What follows belongs to an exercise in optimizing a design on an open flow for small area and a short achievable clock period; a production flow would make more cautious choices.
At most, simulation tests tie the RTL to the original design; equivalence was not proved.
Power figures rest on the tool's default switching activity, not on a simulated workload.

Design mod3_1, start of the top module:
module mod3_1(
  input clk,
  input reset_n,
  input signed [22:0] a,
  input signed [22:0] b,
  input signed [16:0] c,
  output signed [39:0] y
);
  reg [23:0] d1n, d2n;
  reg r1q, f1q;
  reg [8:0] one_q, two_q, neg_q, onen_q, twon_q;
  reg [11:0] ylo;
  reg cyq;
  reg [27:0] h0;
  reg [27:0] h1;
  reg kq;
  wire kill = ~reset_n | f1q;
  wire [8:0] one_w, two_w, neg_w;
  wire [16:0] c1 = c;
  assign one_w[0] = c1[0] ^ 1'b0;
  assign two_w[0] = (c1[1] & ~c1[0] & ~1'b0) | (~c1[1] & c1[0] & 1'b0);
  assign neg_w[0] = c1[1];
  assign one_w[1] = c1[2] ^ c1[1];
  assign two_w[1] = (c1[3] & ~c1[2] & ~c1[1]) | (~c1[3] & c1[2] & c1[1]);
  assign neg_w[1] = c1[3];
  assign one_w[2] = c1[4] ^ c1[3];
  assign two_w[2] = (c1[5] & ~c1[4] & ~c1[3]) | (~c1[5] & c1[4] & c1[3]);
  assign neg_w[2] = c1[5];
  assign one_w[3] = c1[6] ^ c1[5];
  assign two_w[3] = (c1[7] & ~c1[6] & ~c1[5]) | (~c1[7] & c1[6] & c1[5]);
  assign neg_w[3] = c1[7];
  assign one_w[4] = c1[8] ^ c1[7];
  assign two_w[4] = (c1[9] & ~c1[8] & ~c1[7]) | (~c1[9] & c1[8] & c1[7]);
  assign neg_w[4] = c1[9];
  assign one_w[5] = c1[10] ^ c1[9];
  assign two_w[5] = (c1[11] & ~c1[10] & ~c1[9]) | (~c1[11] & c1[10] & c1[9]);
  assign neg_w[5] = c1[11];
  ...
For scale: roughly 1,600 cells after synthesis, about 150 flip-flops, about 110 I/O pins, ~14,000 µm² of cells after synthesis.
==> flow/config.mk <==
export PLATFORM = sky130hd
export DESIGN_NAME = mod3_1
export DESIGN_NICKNAME = mod3_1
export VERILOG_FILES = /design/flow/design.v
export SDC_FILE = /design/flow/constraint.sdc
export NUM_CORES = 4
export LEC_CHECK = 0
export ABC_AREA = 1
export CAP_MARGIN = 20
export CORE_MARGIN = 2
export CORE_UTILIZATION = 65
export CTS_BUF_LIST = sky130_fd_sc_hd__clkbuf_8
export SETUP_SLACK_MARGIN = 3.4
export SLEW_MARGIN = 70
==> flow/constraint.sdc <==
create_clock -name core_clock -period 7.0 [get_ports {clk}]
set_input_delay 1.4000 -clock core_clock [delete_from_list [all_inputs] [get_ports {clk}]]
set_output_delay 1.4000 -clock core_clock [all_outputs]
set_load 0.01 [all_outputs]
standard.sh (not shown) runs the stock make flow with config.mk's settings and CLKGATE_MAP_FILE= SYNTH_SCRIPT=/design/flow/synth_recipe.tcl, a recipe that flattens the netlist after the stock synthesis.
==> flow/flow/run.sh <==
#!/bin/bash
# Layout flow: the standard layout (standard.sh) with two changes:
#  1. synthesis runs Yosys's synth with -noabc, so the generic "abc -fast" pass does not
#     restructure the design's adder cells before extract_fa; everything else in the
#     synthesis script (synth_recipe.tcl and ORFS synth.tcl) is unchanged.
#  2. the port buffers that place inserts are sky130_fd_sc_hd__buf_1 (buffer_ports
#     -buffer_cell) instead of the cell buffer_ports picks by default.
set -euo pipefail
work=$PWD
sed 's/synth -nofsm -noshare {\*}\$args/synth -nofsm -noshare -noabc {*}$args/' \
  synth_recipe.tcl > flow_synth.tcl
grep -q -- '-noabc' flow_synth.tcl
bash standard.sh "SYNTH_SCRIPT=$work/flow_synth.tcl" \
  "BUFFER_PORTS_ARGS=-buffer_cell ${PORT_BUF:-sky130_fd_sc_hd__buf_1}" finish \
  > flow_make.log 2>&1
==> next run, changes <==
--- a/flow/config.mk
+++ b/flow/config.mk
@@ -11,4 +11,3 @@
 export CORE_UTILIZATION = 65
 export CTS_BUF_LIST = sky130_fd_sc_hd__clkbuf_8
-export SETUP_SLACK_MARGIN = 3.4
 export SLEW_MARGIN = 70
Design area is lower by a few percent.
Maximum frequency falls by a few percent.
Clock skew hardly moves.
Final cell count went down slightly.
Via count went down by a few percent.
Non-clock buffer count falls by 14.
Clock-buffer cell count is unchanged.
Wire length falls by a few percent.
Synthesized area does not change.
No run of this note included a check of the RTL's function; only the layout flow was run.

========
Another version of the RTL of mod3_1 (not shown whole).
Size in the first run: roughly 150 flip-flops, roughly 110 I/O pins, about 14,000 µm² of cells after synthesis.
clock: 7.0 ns
lec_check: 0
abc_area: 1
cap_margin: 20
core_margin: 2
core_utilization: 65
cts_buf_list: sky130_fd_sc_hd__clkbuf_8
setup_slack_margin: 3.4
slew_margin: 40
Scripts as last shown in full above: flow/flow/run.sh
Next try:
- SLEW_MARGIN: 40 -> 20
=> The changed run completed without violations; sequential share of layout area is about the same; wire length fell by 1.0%; sequential power hardly moves; via count hardly moves; cell area is about the same.
Next try:
- SLEW_MARGIN: 20 -> 70
The new run completed with no timing, DRC or antenna violations.
Total power stays flat.
Worst setup slack gets better by 0.045 ns.
Sequential cell count stays the same.
Clock-buffer cell count is unchanged.
First-iteration DRC count went up by about 3.6%.
Global-route usage is about the same.
Die area stays the same.
Utilization rose by 0.50 points.
Next try:
- SETUP_SLACK_MARGIN: 3.4 -> 3.6
Effect:
- hold slack is about the same
- area after synthesis is unchanged
- clock-buffer cell count stays the same
- non-clock buffer count increases by 51

========
Setup of quartz:
mod3_1, a different RTL version from the one above (not shown whole).
Size: roughly 1700 cells after synthesis, ~150 flip-flops, roughly 110 I/O pins.
Design mod3_1, start of the top module:
module mod3_1(
  input clk,
  input reset_n,
  input signed [22:0] a,
  input signed [22:0] b,
  input signed [16:0] c,
  output signed [39:0] y
);
  reg [23:0] d1n, d2n;
  reg r1q, f1q;
  reg [8:0] one_q, two_q, neg_q, onen_q, twon_q;
  reg [11:0] ylo;
  reg cyq;
  reg [27:0] h0;
  reg [27:0] h1;
  reg kq;
  wire kill = ~reset_n | f1q;
  wire [8:0] one_w, two_w, neg_w;
  wire [16:0] c1 = c;
  assign one_w[0] = c1[0] ^ 1'b0;
  assign two_w[0] = (c1[1] & ~c1[0] & ~1'b0) | (~c1[1] & c1[0] & 1'b0);
  assign neg_w[0] = c1[1];
  assign one_w[1] = c1[2] ^ c1[1];
  assign two_w[1] = (c1[3] & ~c1[2] & ~c1[1]) | (~c1[3] & c1[2] & c1[1]);
  assign neg_w[1] = c1[3];
  assign one_w[2] = c1[4] ^ c1[3];
  assign two_w[2] = (c1[5] & ~c1[4] & ~c1[3]) | (~c1[5] & c1[4] & c1[3]);
  assign neg_w[2] = c1[5];
  assign one_w[3] = c1[6] ^ c1[5];
  assign two_w[3] = (c1[7] & ~c1[6] & ~c1[5]) | (~c1[7] & c1[6] & c1[5]);
  assign neg_w[3] = c1[7];
  assign one_w[4] = c1[8] ^ c1[7];
  assign two_w[4] = (c1[9] & ~c1[8] & ~c1[7]) | (~c1[9] & c1[8] & c1[7]);
  assign neg_w[4] = c1[9];
  assign one_w[5] = c1[10] ^ c1[9];
  assign two_w[5] = (c1[11] & ~c1[10] & ~c1[9]) | (~c1[11] & c1[10] & c1[9]);
  assign neg_w[5] = c1[11];
  assign one_w[6] = c1[12] ^ c1[11];
  assign two_w[6] = (c1[13] & ~c1[12] & ~c1[11]) | (~c1[13] & c1[12] & c1[11]);
  assign neg_w[6] = c1[13];
  assign one_w[7] = c1[14] ^ c1[13];
  assign two_w[7] = (c1[15] & ~c1[14] & ~c1[13]) | (~c1[15] & c1[14] & c1[13]);
  assign neg_w[7] = c1[15];
  assign one_w[8] = c1[16] ^ c1[15];
  assign two_w[8] = (c1[16] & ~c1[16] & ~c1[15]) | (~c1[16] & c1[16] & c1[15]);
  assign neg_w[8] = c1[16];
  wire one0 = ~onen_q[0], two0 = ~twon_q[0], neg0 = neg_q[0];
  wire one1 = ~onen_q[1], two1 = ~twon_q[1], neg1 = neg_q[1];
  wire one2 = ~onen_q[2], two2 = ~twon_q[2], neg2 = neg_q[2];
  wire one3 = ~onen_q[3], two3 = ~twon_q[3], neg3 = neg_q[3];
  wire one4 = ~onen_q[4], two4 = ~twon_q[4], neg4 = neg_q[4];
  wire one5 = ~onen_q[5], two5 = ~twon_q[5], neg5 = neg_q[5];
  wire one6 = ~onen_q[6], two6 = ~twon_q[6], neg6 = neg_q[6];
  wire one7 = ~onen_q[7], two7 = ~twon_q[7], neg7 = neg_q[7];
  wire one8 = ~onen_q[8], two8 = ~twon_q[8], neg8 = neg_q[8];
  wire [23:0] dsub;
  wire pp1;
  wire pp2;
  wire pp3;
  wire pp4;
  wire pp5;
  wire pp6;
  wire pp7;
  wire pp8;
  wire pp9;
  wire pp10;
  wire pp11;
  wire pp12;
  wire pp13;
  ...
==> flow/config.mk <==
export PLATFORM = sky130hd
export DESIGN_NAME = mod3_1
export DESIGN_NICKNAME = mod3_1
export VERILOG_FILES = /design/flow/design.v
export SDC_FILE = /design/flow/constraint.sdc
export NUM_CORES = 4
export LEC_CHECK = 0
export ABC_AREA = 1
export CAP_MARGIN = 20
export CORE_MARGIN = 2
export CORE_UTILIZATION = 65
export CTS_BUF_LIST = sky130_fd_sc_hd__clkbuf_8
export SETUP_SLACK_MARGIN = 3.3
export SLEW_MARGIN = 70
==> flow/constraint.sdc <==
create_clock -name core_clock -period 7.0 [get_ports {clk}]
set_input_delay 1.4000 -clock core_clock [delete_from_list [all_inputs] [get_ports {clk}]]
set_output_delay 1.4000 -clock core_clock [all_outputs]
set_load 0.01 [all_outputs]
Scripts as last shown in full above: flow/flow/run.sh
Having completed the whole flow, quartz delivered a layout that passed the timing, design-rule and antenna checks.
Modified inputs, fjord compared to quartz
- changing CORE_UTILIZATION from 65 to 40
- changing SETUP_SLACK_MARGIN from 3.3 to 3.8
## What came out
- Looking at fmax, fjord sits about 2.2% above quartz.
- fjord — part of the power in combinational logic 1.6 points higher, quartz as reference
- Row minimum setup slack in the final design: fjord higher / quartz lower
- Looking at most common library cell in the layout ignoring fill and taps, the sky130_fd_sc_hd__xor2_1 result is from fjord; the sky130_fd_sc_hd__nand2_1 one comes from quartz.
- Delta (fjord minus quartz): total power +1.1 mW; slew at the pin closest to its max-slew limit ~0 delta; routed wire length +about 10%; portion of the clock cycle consumed by the worst path in the final layout -1.1 points.
- fjord reports its worst setup path endpoint as y[32] while quartz reports y[33].
- Looking at share of post-route cells with drive strength above 1, fjord sits above quartz.
- [fjord] number of tapcells rose 181 relative to quartz
For willow, these inputs were changed with respect to fjord:
- changing CORE_UTILIZATION from 40 to 65
- changing SETUP_SLACK_MARGIN from 3.8 to 3.4
==> flow/flow/run.sh <==
#!/bin/bash
# Layout flow: the standard layout (standard.sh, ORFS make) with these changes:
#  1. synthesis runs Yosys's synth with -noabc, so the generic "abc -fast" pass does not
#     restructure the adder logic before extract_fa; the rest of synth_recipe.tcl is unchanged
#     (same registers and names).
#  2. a copy of ORFS's scripts is used in which synth.tcl extracts only full adders
#     (extract_fa -fa): half adders are left to ABC as plain gates.
#  3. the port buffers that placement inserts are sky130_fd_sc_hd__buf_1.
# Each tool's output goes to ORFS's own logs (orfs/logs/...), and make's output to flow_make.log.
set -euo pipefail
work=$PWD
sed 's/synth -nofsm -noshare {\*}\$args/synth -nofsm -noshare -noabc {*}$args/' \
  synth_recipe.tcl > flow_synth.tcl
grep -q -- '-noabc' flow_synth.tcl
rm -rf flow_scripts
cp -r "$FLOW_HOME/scripts" flow_scripts
sed -i 's/^  extract_fa {\*}\[dont_use_extract_fa_args\]$/  extract_fa -fa/' flow_scripts/synth.tcl
grep -q '^  extract_fa -fa$' flow_scripts/synth.tcl
bash standard.sh "SYNTH_SCRIPT=$work/flow_synth.tcl" "SCRIPTS_DIR=$work/flow_scripts" \
  "BUFFER_PORTS_ARGS=-buffer_cell sky130_fd_sc_hd__buf_1" finish \
  > flow_make.log 2>&1
Findings:
Between fjord and willow, via count is lower for fjord, willow comes in above that.
Looking at critical path's slowest cell, the sky130_fd_sc_hd__dfxtp_1 result is from fjord; the sky130_fd_sc_hd__dfxtp_2 one comes from willow.
willow vs. fjord: minimum setup slack in the final design lost 80 ps; clock share of power went down by 1.2 points; clock-buffer cell count shows a reduction of 1; count of plain and timing-repair buffers in the layout lost about 16%; die area saw a decrease.
Setup changes, willow to lagoon
- a deleted SETUP_SLACK_MARGIN that had been 3.4
- a change of CORE_UTILIZATION from 65 to 40
- a deleted CTS_BUF_LIST that had been sky130_fd_sc_hd__clkbuf_8
==> flow/flow/run.sh <==
#!/bin/bash
# Layout flow: the standard layout (standard.sh) with two changes:
#  1. synthesis runs Yosys's synth with -noabc, so the generic "abc -fast" pass does not
#     restructure the design's adder cells before extract_fa; everything else in the
#     synthesis script (synth_recipe.tcl and ORFS synth.tcl) is unchanged.
#  2. the port buffers that place inserts are sky130_fd_sc_hd__buf_1 (buffer_ports
#     -buffer_cell) instead of the cell buffer_ports picks by default.
set -euo pipefail
work=$PWD
sed 's/synth -nofsm -noshare {\*}\$args/synth -nofsm -noshare -noabc {*}$args/' \
  synth_recipe.tcl > flow_synth.tcl
grep -q -- '-noabc' flow_synth.tcl
bash standard.sh "SYNTH_SCRIPT=$work/flow_synth.tcl" \
  "BUFFER_PORTS_ARGS=-buffer_cell ${PORT_BUF:-sky130_fd_sc_hd__buf_1}" finish \
  > flow_make.log 2>&1
[summary]
willow has higher register clock-pin slew on the reported worst setup and hold paths than lagoon. Final wirelength (lagoon vs. willow) decreases by a few percent. lagoon vs. willow: post-layout utilization of the core shrank by 32 points; cell area after placement grew by about 3.6%; combinational share of power shrank by 3.5 points; sequential share of cell area held steady; power consumed by combinational cells shrank by about 8%. Across both runs, number of vias per cell after detailed routing was lower for lagoon than for willow. Diff willow -> lagoon: global-route usage went down 14 points, count of clock-buffer cells in the layout rose by 5. For area of the multi-input gates, dividing the value from lagoon by the value from willow gives 0.935. Worst-path cell with the longest stage delay: sky130_fd_sc_hd__dfxtp_2 -> willow, sky130_fd_sc_hd__fa_1 -> lagoon.

-- afterwards: timing with drivers on the ports --
No port has a modelled driver above. Below, the same layouts with a new extraction and two added sets of constraints.
Step 1 assumes that a clkbuf_16 drives the clock port and a buf_2 every other input.
Step 2 also shifts input and output timing later by t, the mid clock arrival at the registers, as if the neighbouring blocks saw the same clock.
Three values: ideal, step 1, step 2; two values: the first two.
run | t, ns | slack for setup (ns) | hold slack, ns | clock arrival spread, ns | worst slew at a driven data input, ns
the first run of note 1 | 0.502 | 3.413 / 3.367 / 3.265 | 0.322 / 0.322 / 0.322 | 0.026 / 0.026 | 0.07
the second run of note 1 | 0.514 | 3.195 / 3.149 / 3.264 | 0.323 / 0.323 / 0.323 | 0.024 / 0.024 | 0.07
the first run of note 2 | 0.512 | 3.502 / 3.502 / 3.277 | 0.321 / 0.321 / 0.321 | 0.024 / 0.023 | 0.06
the second run of note 2 | 0.504 | 3.491 / 3.491 / 3.275 | 0.321 / 0.321 / 0.321 | 0.032 / 0.031 | 0.07
the third run of note 2 | 0.505 | 3.536 / 3.536 / 3.282 | 0.321 / 0.321 / 0.321 | 0.023 / 0.022 | 0.07
the fourth run of note 2 | 0.508 | 3.619 / 3.614 / 3.325 | 0.323 / 0.323 / 0.323 | 0.024 / 0.025 | 0.04
quartz | 0.490 | 3.415 / 3.373 / 3.372 | 0.321 / 0.321 / 0.321 | 0.028 / 0.029 | 0.04
fjord | 0.521 | 3.494 / 3.446 / 3.457 | 0.323 / 0.323 / 0.323 | 0.010 / 0.010 | 0.04
willow | 0.512 | 3.414 / 3.366 / 3.221 | 0.324 / 0.324 / 0.324 | 0.020 / 0.020 | 0.03
lagoon | 0.476 | 3.285 / 3.238 / 3.344 | 0.320 / 0.320 / 0.320 | 0.011 / 0.011 | 0.04
After both steps setup and hold are still met in every run listed. For the fourth run of note 2, which loses most, drivers alone change the setup slack by -0.005 ns; drivers and shift together by -0.294 ns.
